This is an optimization exercise on Yosys and OpenROAD, whose aim is small area, a short achievable clock period and few clock cycles, not a production implementation.
The RTL was checked by simulation tests, not by an equivalence proof against the original design.
Power and IR drop assume default switching activity.

// huffman
module huffman(clk, reset, gray_valid, gray_data, CNT_valid, CNT1, CNT2, CNT3, CNT4, CNT5, CNT6,
    code_valid, HC1, HC2, HC3, HC4, HC5, HC6, M1, M2, M3, M4, M5, M6);
For scale: about 1200 cells after synthesis, about 120 flip-flops, ~8200 µm² of cells after synthesis.
clock: 6.2 ns
lec_check: 0
cap_margin: 20
core_margin: 2
core_utilization: 45
gpl_timing_driven: 0
setup_slack_margin: 3.6
slew_margin: 20
standard.sh (not shown) runs the stock make flow with config.mk's settings and CLKGATE_MAP_FILE= SYNTH_SCRIPT=/design/flow/synth_recipe.tcl, a recipe that flattens the netlist after the stock synthesis.
==> flow/flow/run.sh <==
#!/bin/bash
# The standard layout (standard.sh) with these changes:
#  - synthesis: ADDER_MAP_FILE is empty, so ORFS does not extract full/half
#    adder cells and abc maps the arithmetic like the rest of the logic; abc
#    runs flow/abc.script (area-oriented mapping; the layout's repair steps
#    size the gates) instead of ORFS's script. Registers are mapped by the
#    same dfflibmap step as in the standard synthesis.
#  - clock tree synthesis without dummy load cells (CTS_ARGS).
#  - every port still gets a buffer, but a buf_1 instead of the delay cell
#    buffer_ports picks by default, and repair may resize cells across
#    footprints (MATCH_CELL_FOOTPRINT=0).
set -euo pipefail
here=$(pwd)
export ADDER_MAP_FILE=
export MY_ABC_SCRIPT=$here/flow/abc.script
sed -e "s#SYNTH_SCRIPT=[^ ]*#SYNTH_SCRIPT=$here/flow/synth.tcl#" \
    -e 's#"${@:-finish}"#MATCH_CELL_FOOTPRINT=0 "CTS_ARGS=-sink_clustering_enable -repair_clock_nets -dont_use_dummy_load -sink_clustering_size 30 -sink_clustering_max_diameter 100 -buf_list sky130_fd_sc_hd__clkbuf_8" "BUFFER_PORTS_ARGS=-buffer_cell sky130_fd_sc_hd__buf_1" "${@:-finish}"#' \
    standard.sh > my_standard.sh
bash my_standard.sh > standard.log 2>&1
==> flow/flow/abc.script <==
strash
dc2
dch -f
map -D 1500
topo
stime -c
buffer -c
upsize -c -D 1500
dnsize -c -D 1500
==> flow/flow/synth.tcl <==
# The standard flow's synthesis script (synth_recipe.tcl), with abc given our own script
# (abc.script beside this file) in place of ORFS's abc_speed/abc_area script.
proc synth {args} { yosys synth -nofsm -noshare {*}$args }
proc abc {args} {
  set i [lsearch -exact $args -script]
  if { $i >= 0 } { lset args [expr {$i + 1}] $::env(MY_ABC_SCRIPT) }
  yosys abc {*}$args
}
source $::env(SCRIPTS_DIR)/synth.tcl
# left out here: clear keep_hierarchy, flatten, clean up, hide names made inside functions, write 1_2_yosys.v
Testbench counts at the start, summed over its fixed seeds: cycles 7,104.
Edit:
--- a/flow/config.mk
+++ b/flow/config.mk
@@ -8,6 +8,5 @@
 export CAP_MARGIN = 20
 export CORE_MARGIN = 2
-export CORE_UTILIZATION = 45
-export GPL_TIMING_DRIVEN = 0
+export CORE_UTILIZATION = 50
 export SETUP_SLACK_MARGIN = 3.6
 export SLEW_MARGIN = 20
Utilization went up by 1.4 points.
Hold slack is worse by 0.013 ns.
Global-route usage climbs by 0.29 points.
Power goes down by 4.7%.
Worst setup slack degrades by 0.011 ns.
Combinational power went down by about 10%.
Critical path depth rises by 9.
Final area drops by 8.8%.
Edit:
--- a/flow/config.mk
+++ b/flow/config.mk
@@ -8,5 +8,5 @@
 export CAP_MARGIN = 20
 export CORE_MARGIN = 2
-export CORE_UTILIZATION = 50
+export CORE_UTILIZATION = 45
 export SETUP_SLACK_MARGIN = 3.6
 export SLEW_MARGIN = 20
After rerunning:
- area after synthesis is unchanged
- final cell count came out higher by 1.4%
- total power came out higher by 1.3%
Edit:
==> flow/flow/run.sh (replaced) <==
#!/bin/bash
# The standard layout (standard.sh) with these changes:
#  - synthesis: ADDER_MAP_FILE is empty, so ORFS does not extract full/half
#    adder cells and abc maps the arithmetic like the rest of the logic; abc
#    runs flow/abc.script (area-oriented mapping; the layout's repair steps
#    size the gates) instead of ORFS's script. Registers are mapped by the
#    same dfflibmap step as in the standard synthesis.
#  - every port still gets a buffer, but a buf_1 instead of the delay cell
#    buffer_ports picks by default, and repair may resize cells across
#    footprints (MATCH_CELL_FOOTPRINT=0).
set -euo pipefail
here=$(pwd)
export ADDER_MAP_FILE=
export MY_ABC_SCRIPT=$here/flow/abc.script
sed -e "s#SYNTH_SCRIPT=[^ ]*#SYNTH_SCRIPT=$here/flow/synth.tcl#" \
    -e 's#"${@:-finish}"#MATCH_CELL_FOOTPRINT=0 "BUFFER_PORTS_ARGS=-buffer_cell sky130_fd_sc_hd__buf_1" "${@:-finish}"#' \
    standard.sh > my_standard.sh
bash my_standard.sh > standard.log 2>&1
==> flow/flow/abc.script (replaced) <==
strash
dch -f
map -D 1800
topo
stime -c
buffer -c
upsize -c -D 1800
dnsize -c -D 1800
Result: Die area rose by 2.6%. Via count barely changes. Maximum frequency fell by 1.0%. Clock power rose by 93%. Global-route usage fell by 2.0 points. Flip-flop and latch count does not change. Worst hold slack hardly moves. First-iteration DRC count rose by 1.3%. Synthesized cell count rose by 2.5%. Routed wire length fell by 4.0%. Sequential share of layout area fell by 1.1 points.

---

The RTL this note starts from:
==> flow/design.v <==
module huffman(clk, reset, gray_valid, gray_data, CNT_valid, CNT1, CNT2, CNT3, CNT4, CNT5, CNT6,
    code_valid, HC1, HC2, HC3, HC4, HC5, HC6, M1, M2, M3, M4, M5, M6);
input clk;
input reset;
input gray_valid;
input [7:0] gray_data;
output CNT_valid;
output [7:0] CNT1, CNT2, CNT3, CNT4, CNT5, CNT6;
output code_valid;
output [7:0] HC1, HC2, HC3, HC4, HC5, HC6;
output [7:0] M1, M2, M3, M4, M5, M6;
function lt7(input [6:0] a, input [6:0] b, input le);
  reg [6:0] l, e;
  reg l10, e10, l32, e32, l54, e54, l30, e30, l60, e60;
  begin
    l = ~a & b;
    e = ~(a ^ b);
    l10 = l[1] | (e[1] & l[0]);   e10 = e[1] & e[0];
    l32 = l[3] | (e[3] & l[2]);   e32 = e[3] & e[2];
    l54 = l[5] | (e[5] & l[4]);   e54 = e[5] & e[4];
    l30 = l32 | (e32 & l10);      e30 = e32 & e10;
    l60 = l[6] | (e[6] & l54);    e60 = e[6] & e54;
    lt7 = l60 | (e60 & (l30 | (e30 & le)));
  end
endfunction
function [6:0] add7(input [6:0] a, input [6:0] b);
  reg [6:0] g, p, c;
  reg [6:0] g1, p1, g2, p2;
  integer j;
  begin
    g = a & b;
    p = a ^ b;
    g1 = g; p1 = p;
    for (j = 1; j < 7; j = j + 1) begin g1[j] = g[j] | (p[j] & g[j-1]); p1[j] = p[j] & p[j-1]; end
    g2 = g1; p2 = p1;
    for (j = 2; j < 7; j = j + 1) begin g2[j] = g1[j] | (p1[j] & g1[j-2]); p2[j] = p1[j] & p1[j-2]; end
    c = g2;
    for (j = 4; j < 7; j = j + 1) c[j] = g2[j] | (p2[j] & g2[j-4]);
    add7 = p ^ {c[5:0], 1'b0};
  end
endfunction
reg [3:0] t;     
reg pv;          
reg cv, hv;      
reg [6:0] S;     
wire t0 = (t == 4'd0);
wire t1 = (t == 4'd1);
wire t2 = (t == 4'd2);
wire t3 = (t == 4'd3);
wire t4 = (t == 4'd4);
wire rnk = t0 | t1 | t2 | t3 | t4;
wire start = t0 & pv & ~gray_valid;
wire comb = (t == 4'd5) | (t == 4'd6) | (t == 4'd7) | (t == 4'd8) | (t == 4'd9);
wire [5:0] self = {1'b0, t4, t3, t2, t1, t0};
wire [5:0] le = {rnk, rnk, t0 | t1 | t2 | t3, t0 | t1 | t2, t0 | t1, t0};
reg [6:0] w [0:5];
reg [2:0] dq [0:5];   
wire [2:0] d [0:5];
reg [3:0] mk [0:5];   
reg [3:0] c [0:5];    
wire [5:0] lt;
wire [5:0] kp, kq;
wire [6:0] X = S;
reg [6:0] bc;
always @*
  case (t[1:0])
    2'd0: bc = w[1];
    2'd1: bc = w[2];
    2'd2: bc = w[3];
    default: bc = w[4];
  endcase
reg [6:0] w0n;    
genvar gi;
generate for (gi = 0; gi < 6; gi = gi + 1) begin : sym
  assign d[gi] = dq[gi] ^ 3'b001;
  assign lt[gi] = lt7(w[gi], X, le[gi]);
  assign kp[gi] = (d[gi] == 3'd2);
  assign kq[gi] = (d[gi] == 3'd3);
end endgenerate
reg [6:0] P, Q;
reg [5:2] h;     
integer i;
always @* begin
  P = 7'd0;
  Q = 7'd0;
  h = 4'd0;
  for (i = 0; i < 6; i = i + 1) begin
    P = P | (w[i] & {7{kp[i]}});
    Q = Q | (w[i] & {7{kq[i]}});
    if (d[i] == 3'd2 && lt[i]) h[2] = 1'b1;
    if (d[i] == 3'd3 && lt[i]) h[3] = 1'b1;
    if (d[i] == 3'd4 && lt[i]) h[4] = 1'b1;
    if (d[i] == 3'd5 && lt[i]) h[5] = 1'b1;
  end
end
wire [2:0] m = {h[5], h[3] & ~h[5], (h[2] & ~h[3]) | (h[4] & ~h[5])};
wire [6:0] PQ = add7(P, Q);
wire [6:0] PS = add7(P, S);
always @(posedge clk) begin
  if (rnk)
    S <= (t0 & gray_valid) ? w0n : t4 ? 7'h7f : bc;
  else
    S <= (PQ & {7{h[3]}}) | (PS & {7{~h[3]}});
  if (reset) begin
    t <= 4'd0;
    pv <= 1'b0;
    cv <= 1'b0;
    hv <= 1'b0;
  end else begin
    pv <= gray_valid;
    cv <= start;
    hv <= (t == 4'd9);
    if (t0)
      t <= {3'b000, start};
    else if (t != 4'd11)
      t <= t + 4'd1;
  end
end
always @* begin
  w0n = w[0];
  if (gray_data == 8'd1)
    w0n = w[0] + 7'd1;
end
generate for (gi = 0; gi < 6; gi = gi + 1) begin : upd
  wire member = (d[gi][2:1] == 2'b00);
  wire inc = (gi < 5 && self[gi]) ? lt[5] : ~lt[gi];
  wire [3:0] at = {mk[gi][2:0], 1'b1} & ~mk[gi];
  always @(posedge clk) begin
    if (reset) begin
      w[gi] <= 7'd0;
      mk[gi] <= 4'd0;
      c[gi] <= 4'd0;
    end else begin
      if (t0 && gray_valid && gray_data == gi + 1)
        w[gi] <= w[gi] + 7'd1;
      if (comb && member) begin
        w[gi] <= S;
        mk[gi] <= {mk[gi][2:0], 1'b1};
        c[gi] <= c[gi] | (at & {4{~d[gi][0]}});
      end
    end
    if (rnk)
      dq[gi] <= ((t0 ? 3'd2 : d[gi]) + {2'b00, inc}) ^ 3'b001;
    else
      dq[gi] <= (member ? m : d[gi] + {2'b11, ~lt[gi]}) ^ 3'b001;
  end
end endgenerate
wire [7:0] hc [0:5];
wire [7:0] mo [0:5];
generate for (gi = 0; gi < 6; gi = gi + 1) begin : outs
  assign mo[gi] = {3'b000, mk[gi], 1'b1};
  assign hc[gi] = {3'b000, {1'b0, c[gi]} | ({mk[gi], 1'b1} & ~{1'b0, mk[gi]} & {5{dq[gi][0]}})};
end endgenerate
assign CNT_valid = cv;
assign code_valid = hv;
assign CNT1 = {1'b0, w[0]};
assign CNT2 = {1'b0, w[1]};
assign CNT3 = {1'b0, w[2]};
assign CNT4 = {1'b0, w[3]};
assign CNT5 = {1'b0, w[4]};
assign CNT6 = {1'b0, w[5]};
assign HC1 = hc[0];
assign HC2 = hc[1];
assign HC3 = hc[2];
assign HC4 = hc[3];
assign HC5 = hc[4];
assign HC6 = hc[5];
assign M1 = mo[0];
assign M2 = mo[1];
assign M3 = mo[2];
assign M4 = mo[3];
assign M5 = mo[4];
assign M6 = mo[5];
endmodule
clock: 6.2 ns
lec_check: 0
cap_margin: 20
core_margin: 2
core_utilization: 45
setup_slack_margin: 3.6
slew_margin: 20
==> flow/flow/run.sh <==
#!/bin/bash
# The standard layout (standard.sh) with these changes:
#  - synthesis: ADDER_MAP_FILE is empty, so ORFS does not extract full/half
#    adder cells and abc maps the arithmetic like the rest of the logic; abc
#    runs flow/abc.script (area-oriented mapping; the layout's repair steps
#    size the gates) instead of ORFS's script. Registers are mapped by the
#    same dfflibmap step as in the standard synthesis.
#  - clock tree synthesis without dummy load cells (CTS_ARGS).
#  - every port still gets a buffer, but a buf_1 instead of the delay cell
#    buffer_ports picks by default, and repair may resize cells across
#    footprints (MATCH_CELL_FOOTPRINT=0).
set -euo pipefail
here=$(pwd)
export ADDER_MAP_FILE=
export MY_ABC_SCRIPT=$here/flow/abc.script
sed -e "s#SYNTH_SCRIPT=[^ ]*#SYNTH_SCRIPT=$here/flow/synth.tcl#" \
    -e 's#"${@:-finish}"#MATCH_CELL_FOOTPRINT=0 "CTS_ARGS=-sink_clustering_enable -repair_clock_nets -dont_use_dummy_load -sink_clustering_size 40 -sink_clustering_max_diameter 150 -sink_buffer_max_cap_derate 1.0 -buf_list sky130_fd_sc_hd__clkbuf_8" "BUFFER_PORTS_ARGS=-buffer_cell sky130_fd_sc_hd__buf_1" "${@:-finish}"#' \
    standard.sh > my_standard.sh
bash my_standard.sh > standard.log 2>&1
==> flow/flow/abc.script <==
strash
dch -f
map -D 1500
topo
stime -c
buffer -c
upsize -c -D 1500
dnsize -c -D 1500
Scripts as last shown in full above: flow/flow/synth.tcl
Testbench counts at the start, summed over its fixed seeds: cycles 7,104.
Change:
--- a/flow/flow/run.sh
+++ b/flow/flow/run.sh
@@ -16,3 +16,3 @@
 sed -e "s#SYNTH_SCRIPT=[^ ]*#SYNTH_SCRIPT=$here/flow/synth.tcl#" \
-    -e 's#"${@:-finish}"#MATCH_CELL_FOOTPRINT=0 "CTS_ARGS=-sink_clustering_enable -repair_clock_nets -dont_use_dummy_load -sink_clustering_size 40 -sink_clustering_max_diameter 150 -sink_buffer_max_cap_derate 1.0 -buf_list sky130_fd_sc_hd__clkbuf_8" "BUFFER_PORTS_ARGS=-buffer_cell sky130_fd_sc_hd__buf_1" "${@:-finish}"#' \
+    -e 's#"${@:-finish}"#MATCH_CELL_FOOTPRINT=0 "CTS_ARGS=-sink_clustering_enable -repair_clock_nets -dont_use_dummy_load -sink_clustering_size 30 -sink_clustering_max_diameter 100 -buf_list sky130_fd_sc_hd__clkbuf_8" "BUFFER_PORTS_ARGS=-buffer_cell sky130_fd_sc_hd__buf_1" "${@:-finish}"#' \
     standard.sh > my_standard.sh
==> flow/flow/abc.script (replaced) <==
strash
dc2
dch -f
map -D 1500
topo
stime -c
buffer -c
upsize -c -D 1500
dnsize -c -D 1500
- SETUP_SLACK_MARGIN: 3.6 -> 3.65
=>
- The new run completed without violations
- cell area came out higher by 4.6%
- clock power drops by about 4%
- synthesized area came out lower by about 2.4%
- die area shrinks by about 2.4%
- sequential power goes down by about 0.8%
- wire length goes up by about 11%
Change:
--- a/flow/flow/run.sh
+++ b/flow/flow/run.sh
@@ -7,3 +7,2 @@
 #    same dfflibmap step as in the standard synthesis.
-#  - clock tree synthesis without dummy load cells (CTS_ARGS).
 #  - every port still gets a buffer, but a buf_1 instead of the delay cell
@@ -16,3 +15,3 @@
 sed -e "s#SYNTH_SCRIPT=[^ ]*#SYNTH_SCRIPT=$here/flow/synth.tcl#" \
-    -e 's#"${@:-finish}"#MATCH_CELL_FOOTPRINT=0 "CTS_ARGS=-sink_clustering_enable -repair_clock_nets -dont_use_dummy_load -sink_clustering_size 30 -sink_clustering_max_diameter 100 -buf_list sky130_fd_sc_hd__clkbuf_8" "BUFFER_PORTS_ARGS=-buffer_cell sky130_fd_sc_hd__buf_1" "${@:-finish}"#' \
+    -e 's#"${@:-finish}"#MATCH_CELL_FOOTPRINT=0 "BUFFER_PORTS_ARGS=-buffer_cell sky130_fd_sc_hd__buf_1" "${@:-finish}"#' \
     standard.sh > my_standard.sh
==> flow/flow/abc.script (replaced) <==
strash
dch -f
map -D 1500
topo
stime -c
buffer -c
upsize -c -D 1500
dnsize -c -D 1500
- CTS_BUF_LIST: unset -> sky130_fd_sc_hd__clkbuf_8
- CTS_CLUSTER_DIAMETER: unset -> 100
- CTS_CLUSTER_SIZE: unset -> 30
- SETUP_SLACK_MARGIN: 3.65 -> 3.6
Clock power rose by about 50%.
Total power goes up by 14%.
Final cell count climbs by 2.0%.
Design area fell by about 1.3%.
Global-route usage decreases by 3.0 points.
Setup slack gets better by 0.039 ns.
Sequential share of layout area came out higher by 0.27 points.
Flip-flop and latch count stays the same.
Via count is lower by 1.3%.
Area after synthesis goes up by 2.5%.
Routed wire length is lower by about 8%.
Change:
--- a/flow/flow/run.sh
+++ b/flow/flow/run.sh
@@ -7,2 +7,3 @@
 #    same dfflibmap step as in the standard synthesis.
+#  - clock tree synthesis without dummy load cells (CTS_ARGS).
 #  - every port still gets a buffer, but a buf_1 instead of the delay cell
@@ -15,3 +16,3 @@
 sed -e "s#SYNTH_SCRIPT=[^ ]*#SYNTH_SCRIPT=$here/flow/synth.tcl#" \
-    -e 's#"${@:-finish}"#MATCH_CELL_FOOTPRINT=0 "BUFFER_PORTS_ARGS=-buffer_cell sky130_fd_sc_hd__buf_1" "${@:-finish}"#' \
+    -e 's#"${@:-finish}"#MATCH_CELL_FOOTPRINT=0 "CTS_ARGS=-sink_clustering_enable -repair_clock_nets -dont_use_dummy_load -sink_clustering_size 30 -sink_clustering_max_diameter 100 -buf_list sky130_fd_sc_hd__clkbuf_8" "BUFFER_PORTS_ARGS=-buffer_cell sky130_fd_sc_hd__buf_1" "${@:-finish}"#' \
     standard.sh > my_standard.sh
==> flow/flow/abc.script (replaced) <==
strash
dc2
dch -f
map -D 1500
topo
stime -c
buffer -c
upsize -c -D 1500
dnsize -c -D 1500
- CTS_BUF_LIST: sky130_fd_sc_hd__clkbuf_8 -> unset
- CTS_CLUSTER_DIAMETER: 100 -> unset
- CTS_CLUSTER_SIZE: 30 -> unset
- SETUP_SLACK_MARGIN: 3.6 -> 3.5
Effect: Clock skew came out higher by 0.026 ns; sequential power came out lower by about 2%; total power came out lower by 16%; global-route usage came out higher by 1.2 points; setup slack gets worse by 0.096 ns; cell count came out lower by 3.5%; die area came out lower by 2.4%; routed wire length came out higher by 0.99%; clock power came out lower by 33%; worst hold slack gets worse by 0.011 ns.

-- re-timing with driven ports --
The results above use ideal ports. As a check the final layouts listed here were re-extracted and re-timed, cells and wires unchanged.
Step 1 sets driving cells, clkbuf_16 on the clock port and buf_2 on the other inputs (assumed; they add their load-dependent delay and slew).
Step 2 times the ports against the registers' clock, not the clock port: input delays grow and output delays shrink by t, the midpoint of the rising clock arrivals with the driver on.
Slacks: ideal / step 1 / step 2; pairs: ideal / step 1.
run	shift t [ns]	setup slack, ns	cell pins on the clock port's net
the first run of note 1	0.500	3.621 / 3.580 / 3.220	1
the second run of note 1	0.497	3.610 / 3.579 / 3.192	1
the third run of note 1	0.484	3.661 / 3.619 / 3.234	1
the fourth run of note 1	0.488	3.635 / 3.592 / 3.235	1
the first run of note 2	0.496	3.620 / 3.603 / 3.148	1
the second run of note 2	0.491	3.613 / 3.598 / 3.143	1
the third run of note 2	0.524	3.652 / 3.615 / 3.172	1
the fourth run of note 2	0.495	3.556 / 3.511 / 3.098	1
After both steps setup and hold are still met in every run listed. For the third run of note 2, which loses most, drivers alone change the setup slack by -0.037 ns; drivers and shift together by -0.480 ns.
